What follows belongs to an exercise in optimizing a design on an open flow for small area, a short achievable clock period and few clock cycles; a production flow would make more cautious choices. Function was checked by simulation only, so behaviour that the tests miss may differ from the original. Power is estimated from default activity; no workload was simulated.

`flow/run.sh`:
```
#!/bin/bash
# synth_recipe.tcl (not shown) runs the flow's synth.tcl, then flattens the netlist and writes it again
# the make line also repeats each setting of config.mk as NAME=value (left out here)
make -C /OpenROAD-flow-scripts/flow DESIGN_CONFIG=/design/flow/config.mk WORK_HOME=/design/flow/orfs CLKGATE_MAP_FILE= SYNTH_SCRIPT=/design/flow/synth_recipe.tcl finish
```
`flow/config.mk`:
```
export PLATFORM = sky130hd
export DESIGN_NAME = axi_slave_simple
export DESIGN_NICKNAME = axi_slave_simple
export VERILOG_FILES = /design/flow/design.v
export SDC_FILE = /design/flow/constraint.sdc
export NUM_CORES = 4
export LEC_CHECK = 0
export CAP_MARGIN = 20
export CORE_MARGIN = 2
export CORE_UTILIZATION = 40
export SLEW_MARGIN = 20
```
`flow/constraint.sdc`:
```
create_clock -name core_clock -period 4.0 [get_ports {ACLK}]
set_input_delay 0.8000 -clock core_clock [delete_from_list [all_inputs] [get_ports {ACLK}]]
set_output_delay 0.8000 -clock core_clock [all_outputs]
set_load 0.01 [all_outputs]
```
`flow/design.v`:
```
module axi_slave_simple #(
    parameter ADDR_WIDTH = 32,
    parameter DATA_WIDTH = 32,
    parameter ID_WIDTH = 4
)(
    input  logic                    ACLK,
    input  logic                    ARESETn,
    input  logic [ID_WIDTH-1:0]     AWID,
    input  logic [ADDR_WIDTH-1:0]   AWADDR,
    input  logic [7:0]              AWLEN,
    input  logic [2:0]              AWSIZE,
    input  logic [1:0]              AWBURST,
    input  logic                    AWVALID,
    output logic                    AWREADY,
    input  logic [DATA_WIDTH-1:0]   WDATA,
    input  logic [DATA_WIDTH/8-1:0] WSTRB,
    input  logic                    WLAST,
    input  logic                    WVALID,
    output logic                    WREADY,
    output logic [ID_WIDTH-1:0]     BID,
    output logic [1:0]              BRESP,
    output logic                    BVALID,
    input  logic                    BREADY,
    input  logic [ID_WIDTH-1:0]     ARID,
    input  logic [ADDR_WIDTH-1:0]   ARADDR,
    input  logic [7:0]              ARLEN,
    input  logic [2:0]              ARSIZE,
    input  logic [1:0]              ARBURST,
    input  logic                    ARVALID,
    output logic                    ARREADY,
    output logic [ID_WIDTH-1:0]     RID,
    output logic [DATA_WIDTH-1:0]   RDATA,
    output logic [1:0]              RRESP,
    output logic                    RLAST,
    output logic                    RVALID,
    input  logic                    RREADY
);
    logic [DATA_WIDTH-1:0] registers [0:3];
    typedef enum logic [2:0] {
        W_IDLE,
        W_ADDR,
        W_DATA, 
        W_RESP
    } write_state_t;
    write_state_t w_state, w_next_state;
    logic [ID_WIDTH-1:0]     stored_awid;
    logic [ADDR_WIDTH-1:0]   stored_awaddr;
    logic [7:0]              stored_awlen;
    logic [7:0]              w_beat_count;
    logic [ADDR_WIDTH-1:0]   w_current_addr;
    always_ff @(posedge ACLK or negedge ARESETn) begin
        if (!ARESETn) begin
            w_state <= W_IDLE;
            w_beat_count <= 0;
            w_current_addr <= 0;
            stored_awid <= 0;
            stored_awaddr <= 0;
            stored_awlen <= 0;
            for (int i = 0; i < 4; i++) begin
                registers[i] <= '0;
            end
        end else begin
            w_state <= w_next_state;
            case (w_state)
                W_IDLE: begin
                end
                W_ADDR: begin
                    if (AWVALID && AWREADY) begin
                        stored_awid <= AWID;
                        stored_awaddr <= AWADDR;
                        stored_awlen <= AWLEN;
                        w_beat_count <= AWLEN;
                        w_current_addr <= AWADDR;   
                    end
                end
                W_DATA: begin
                    if (WVALID && WREADY) begin
                        unique case (w_current_addr[3:2])  
                            2'b00: begin
                                if (WSTRB[0]) registers[0][7:0]   <= WDATA[7:0];
                                if (WSTRB[1]) registers[0][15:8]  <= WDATA[15:8];
                                if (WSTRB[2]) registers[0][23:16] <= WDATA[23:16];
                                if (WSTRB[3]) registers[0][31:24] <= WDATA[31:24];
                            end
                            2'b01: begin
                                if (WSTRB[0]) registers[1][7:0]   <= WDATA[7:0];
                                if (WSTRB[1]) registers[1][15:8]  <= WDATA[15:8];
                                if (WSTRB[2]) registers[1][23:16] <= WDATA[23:16];
                                if (WSTRB[3]) registers[1][31:24] <= WDATA[31:24];
                            end
                            2'b10: begin
                                if (WSTRB[0]) registers[2][7:0]   <= WDATA[7:0];
                                if (WSTRB[1]) registers[2][15:8]  <= WDATA[15:8];
                                if (WSTRB[2]) registers[2][23:16] <= WDATA[23:16];
                                if (WSTRB[3]) registers[2][31:24] <= WDATA[31:24];
                            end
                            2'b11: begin
                                if (WSTRB[0]) registers[3][7:0]   <= WDATA[7:0];
                                if (WSTRB[1]) registers[3][15:8]  <= WDATA[15:8];
                                if (WSTRB[2]) registers[3][23:16] <= WDATA[23:16];
                                if (WSTRB[3]) registers[3][31:24] <= WDATA[31:24];
                            end
                        endcase
                        if (w_beat_count > 0) begin
                            w_beat_count <= w_beat_count - 1;
                            w_current_addr <= w_current_addr + 4;  
                        end
                    end
                end
            endcase
        end
    end
    always_comb begin
        w_next_state = w_state;
        case (w_state)
            W_IDLE: begin
                if (AWVALID) 
                    w_next_state = W_ADDR;
            end
            W_ADDR: begin
                if (AWVALID && AWREADY) 
                    w_next_state = W_DATA;
            end
            W_DATA: begin
                if (WVALID && WREADY && WLAST) 
                    w_next_state = W_RESP;
            end
            W_RESP: begin
                if (BVALID && BREADY) 
                    w_next_state = W_IDLE;
            end
        endcase
    end
    always_comb begin
        AWREADY = (w_state == W_ADDR);
        WREADY  = (w_state == W_DATA);
        BVALID  = (w_state == W_RESP);
        BID     = stored_awid;
        BRESP   = 2'b00;  
    end
    typedef enum logic [2:0] {
        R_IDLE,
        R_ADDR,
        R_DATA
    } read_state_t;
    read_state_t r_state, r_next_state;
    logic [ID_WIDTH-1:0]     stored_arid;
    logic [ADDR_WIDTH-1:0]   stored_araddr;
    logic [7:0]              stored_arlen;
    logic [7:0]              r_beat_count;
    logic [ADDR_WIDTH-1:0]   r_current_addr;
    always_ff @(posedge ACLK or negedge ARESETn) begin
        if (!ARESETn) begin
            r_state <= R_IDLE;
            r_beat_count <= 0;
            r_current_addr <= 0;
            stored_arid <= 0;
            stored_araddr <= 0;
            stored_arlen <= 0;
        end else begin
            r_state <= r_next_state;
            case (r_state)
                R_IDLE: begin
                end
                R_ADDR: begin
                    if (ARVALID && ARREADY) begin
                        stored_arid <= ARID;
                        stored_araddr <= ARADDR;
                        stored_arlen <= ARLEN;
                        r_beat_count <= ARLEN;
                        r_current_addr <= ARADDR;   
                    end
                end
                R_DATA: begin
                    if (RVALID && RREADY) begin
                        if (r_beat_count > 0) begin
                            r_beat_count <= r_beat_count - 1;
                            r_current_addr <= r_current_addr + 4;
                        end
                    end
                end
            endcase
        end
    end
    always_comb begin
        r_next_state = r_state;
        case (r_state)
            R_IDLE: begin
                if (ARVALID) 
                    r_next_state = R_ADDR;
            end
            R_ADDR: begin
                if (ARVALID && ARREADY) 
                    r_next_state = R_DATA;
            end
            R_DATA: begin
                if (RVALID && RREADY && RLAST) 
                    r_next_state = R_IDLE;
            end
        endcase
    end
    always_comb begin
        ARREADY = (r_state == R_ADDR);
        RVALID  = (r_state == R_DATA);
        RID     = stored_arid;
        RLAST   = (r_beat_count == 0);
        RRESP   = 2'b00;  
        unique case (r_current_addr[3:2])
            2'b00:   RDATA = registers[0];
            2'b01:   RDATA = registers[1];
            2'b10:   RDATA = registers[2];
            2'b11:   RDATA = registers[3];
            default: RDATA = '0;
        endcase
    end
endmodule
```
==> results list <==
* Number of antenna violations at the first check in global routing: 0
* Vias in the first global route: 5647
- In this run the worst path has a maximum fanout of 11.
- met2 is the most crowded layer.
- Across the run, the number of max-cap violations was 0.
- At the pin with the least slew margin, the transition time is 0.798 ns.
* Cell area after technology mapping: 7750 µm²
- The worst register-to-register path has a setup slack of 1.44 ns.
* Utilization of the core after routing: 52.0%
- Largest net degree at the start of global routing: 78
* Number of synthesized register bits: 160
* Total core area: 18800 µm²
* Number of buffer and inverter stages on the critical path: 2
- Hold Crit Class: in2async
- Overall Power: 6.93 mW
* Met2 GRT Util: 30.9%
* Synthesized area per cell: 12.3 µm²
- Pleak: 4.46 nW
- In the final layout, the multi-input gates occupy 3420 µm².
- Counting every instance in the synthesized netlist gives 628.
- Input and output buffers added on the ports amount to 117.
- TritonCTS built the clock tree.
- Register cell area after layout: 4000 µm²
* Kind of cell with the highest combined delay on the critical path: buffers and inverters
- The number of hold-slack violations in the final timing report is 0.
- Worst IR drop on VDD: 0.378 mV
- During I/O placement, the number of pins put on the boundary was 192.
- Relative to the synthesized area, the layout overhead comes to 26.4%.
- Number of search-and-repair iterations in the first detailed-routing pass: 5
* Die height: 143 µm
- Critical path type: reg2out
- The smallest clock period supported by the final layout is computed as 3.46 ns.
- After detailed routing, the number of remaining DRC violations is 0.
- Sorting the synthesized cells by how often they occur yields sky130_fd_sc_hd__dfrtp_1 (160), sky130_fd_sc_hd__mux2_2 (139), sky130_fd_sc_hd__inv_1 (54).
* Via total after detailed routing: 5471
- Post-CTS Hold Fix Bufs: 0
- # diodes: 0
- Measured against its own limit, the worst slew margin works out to 46.8%.
* Grt met3 use: 4.59%
* Layout fillers: 1620
- First-pass GRT wire length: 29300 µm
* Number of buffers between clock root and the deepest sink: 2
- Yosys mapped a number of flops with a built-in enable equal to 0.
- Crit-path max cell delay: 0.59 ns
- From left edge to right edge, the die measures 143 µm.
- Post-CTS resize count: 0
- The net count of the finished layout is 909.
- In this run, distinct cell masters in the synthesized netlist total 48.
- Most repeated cell in the gate-level netlist after synthesis: sky130_fd_sc_hd__dfrtp_1
- For the final database, setup skew stands at 0.00995 ns.
- STA classifies the critical path startpoint as a flip-flop.
* Post-route antenna net violation count: 0
- For met1 alone, demand over resource in global routing was 23.6%.
* Count of routing violations after the opening detailed-route iteration: 309
- Counting flops with an async set or reset pin after synthesis yields a share of 100%.
- Sinks on Clock Net: 160
* Layout cells sized above 1: 24.4%
- Data on the critical path arrives at its endpoint at 2.66 ns.
* Cell Pwr Density: 708 nW/µm²
* Most frequently used flop master after synthesis: sky130_fd_sc_hd__dfrtp_1
- Overall global routing resource usage: 18.5%
* Number of buffers created by CTS: 17
* Cells along the critical path: ha_1 -> buf_4 -> a222oi_1 -> mux2i_1 -> clkdlybuf4s50_1
* Sequential fraction of the synthesis area: 51.7%
- The slowest stage of the critical path belongs to the cell sky130_fd_sc_hd__clkdlybuf4s50_1.
- The Yosys step of the flow raised 2 warnings.
- The flow ran to the end and the layout has no timing, DRC or antenna violations.
- After global routing the overflow that remains totals 0.
* Unrepaired setup endpoints after global routing: no
- Share of the synthesized area in the top cell type: 51.7%
- Ranked by total cell area, the synthesized netlist is headed by sky130_fd_sc_hd__dfrtp_1 (52%), sky130_fd_sc_hd__mux2_2 (20%), sky130_fd_sc_hd__mux2i_1 (4.5%).
* Root buffer selected by CTS: sky130_fd_sc_hd__clkbuf_16
- Drt via density: 5.37
- Starting Density: 41.1%
* Maximum clock frequency: 0.289 GHz
- After clock tree synthesis, the clock-pin slew on the worst setup and hold paths is 0.06 ns.
- Setup violations remaining at the end of the flow were counted as 0.
- Dividing the final minimum period by the clock period gives 86.5%.
- Summed over all failing endpoints, the final setup total negative slack is 0 ns.
- Count of final max-slew check failures: 0
* Yosys top cell by area: sky130_fd_sc_hd__dfrtp_1
- The die covers 20500 µm².
- Routability-driven placement finished with a final weighted congestion of 0.830.
* Total number of H-tree levels: 4
- Type of destination of the critical path: output port
- DP Wirelength: 12000 µm
- Routed length per placed instance: 17.9 µm
- Placement row count: 50
- WL final: 18200 µm
- Worst skew pair latency: 0.43 ns
- At the worst endpoint, the required time is 3.20 ns.
* Setup bufs post-CTS: 0
[worst reg2reg max path: stages (launching register included)]
cell and delay (ns):
sky130_fd_sc_hd__dfrtp_1 0.42, sky130_fd_sc_hd__inv_1 0.14, sky130_fd_sc_hd__ha_1 0.55, sky130_fd_sc_hd__and3_1 0.33, sky130_fd_sc_hd__and2_1 0.29, sky130_fd_sc_hd__nand2_1 0.34
sky130_fd_sc_hd__mux2_2 0.38
[flip-flops by register name (all words and copies together), names as in the netlist]
signal          count
stored_arid         4
r_beat_count        8
r_state             2
w_beat_count        8
w_current_addr      2
registers         128
w_state             2
r_current_addr      2
stored_awid         4
[routing by layer]
layer / part of all wire, % / routed length (µm) / vias up
li1: - / - / 2519
met1: 43 / 7850 / 2788
met2: 49 / 8920 / 142
met3: 6.2 / 1120 / 22
met4: 1.6 / 285 / 0
met5: 0 / 0 / -
[stage by stage]
step | std cells | hold slack, ns | worst slack [ns] | area, µm²
after floorplan | 631 | 0.478 | 1.57 | 7760
after global placement | 986 | 0.486 | 0.992 | 9210
after detailed placement | 986 | 0.492 | 0.989 | 9210
after CTS | 1018 | 0.440 | 0.529 | 9790
after global routing | 1018 | 0.466 | 0.374 | 9790
final | 1018 | 0.397 | 0.540 | 9790
[worst paths after layout]
path                                    from                to  depth (start not counted)
max                        r_current_addr[2]         RDATA[26]                          5
min                                  ARESETn   registers[2][1]                          1
max reg2reg                       w_state[0]  registers[0][28]                          6
min reg2reg                  registers[1][2]   registers[1][2]                          1
max in group asynchronous            ARESETn  registers[2][12]                          2
min in group core_clock      registers[1][2]   registers[1][2]                          1
[report_power, final]
| part | internal, mW | total [mW] | switching [mW] |
|---|---|---|---|
| combinational | 1.40 | 2.67 | 1.27 |
| clock | 0.934 | 1.60 | 0.664 |
| sequential | 2.26 | 2.66 | 0.404 |
| total | 4.59 | 6.93 | 2.34 |
[logic make-up after synthesis]
logic type / synth area share [%]
other: 0.0484
AO/OA/AOI/OAI: 9.43
flip-flops: 51.7
multiplexers: 24.7
AND/OR/NAND/NOR: 6.17
adder cells (fa/ha/maj): 3.55
buffers and inverters: 4.38
[cell type report]
cell class | count | share of cell area [%]
clock buffer | 19 | 4.53
clock inverter | 13 | 1.42
inverter | 54 | 2.07
multi-input combinational | 387 | 34.9
sequential | 160 | 40.9
tap | 260 | 3.32
timing repair buffer | 125 | 12.8
[placed cells by master (no fill, tap or decap), types with 2 or more instances in the layout]
cell type                         instances
sky130_fd_sc_hd__a211o_1                  2
sky130_fd_sc_hd__a211oi_1                 5
sky130_fd_sc_hd__a21oi_1                  9
sky130_fd_sc_hd__a222oi_1                32
sky130_fd_sc_hd__a311oi_1                 2
sky130_fd_sc_hd__a31oi_1                 10
sky130_fd_sc_hd__and2_1                   5
sky130_fd_sc_hd__and3_1                   2
sky130_fd_sc_hd__buf_12                   2
sky130_fd_sc_hd__buf_4                    6
sky130_fd_sc_hd__bufinv_16                2
sky130_fd_sc_hd__clkbuf_16               17
sky130_fd_sc_hd__clkdlybuf4s50_1        116
sky130_fd_sc_hd__clkinv_2                 3
sky130_fd_sc_hd__clkinv_4                 2
sky130_fd_sc_hd__clkinvlp_4               5
sky130_fd_sc_hd__conb_1                   4
sky130_fd_sc_hd__dfrtp_1                160
sky130_fd_sc_hd__ha_1                    21
sky130_fd_sc_hd__inv_1                   54
sky130_fd_sc_hd__mux2_2                 139
sky130_fd_sc_hd__mux2i_1                 35
sky130_fd_sc_hd__nand2_1                 26
sky130_fd_sc_hd__nand2b_1                 3
sky130_fd_sc_hd__nand3_1                  2
sky130_fd_sc_hd__nand3b_1                 3
sky130_fd_sc_hd__nor2_1                  30
sky130_fd_sc_hd__nor2b_1                  4
sky130_fd_sc_hd__nor3_1                  10
sky130_fd_sc_hd__nor4b_1                  2
sky130_fd_sc_hd__o21ai_0                 10
sky130_fd_sc_hd__o22a_1                   4
sky130_fd_sc_hd__o22ai_1                  3
sky130_fd_sc_hd__o31ai_1                  5
sky130_fd_sc_hd__or4_1                    2
Testbench counts, summed over its fixed seeds: cycles 22,109.

[re-timing with driven ports]
In the flow no input, the clock included, has a driving cell. The finished layout below was timed again as built, in two steps. Step 1 assumes that a clkbuf_16 drives the clock port and a buf_2 every other input. Step 2 moves the port delays by t, midway between the first and last clock arrival at a register: inputs arrive t later, outputs are due t later. That takes back most of the time a late clock gives input paths. Slacks: ideal / step 1 / step 2; pairs: ideal / step 1.
t, ns: 0.470
setup WS [ns]: 0.540 / 0.497 / 0.967
slew at the worst register clock pin (ns): 0.07 / 0.07
worst data-port slew with drivers (ns): 0.08
After both steps setup and hold are still met in this run. For this run, drivers alone change the setup slack by -0.043 ns; drivers and shift together by +0.427 ns.
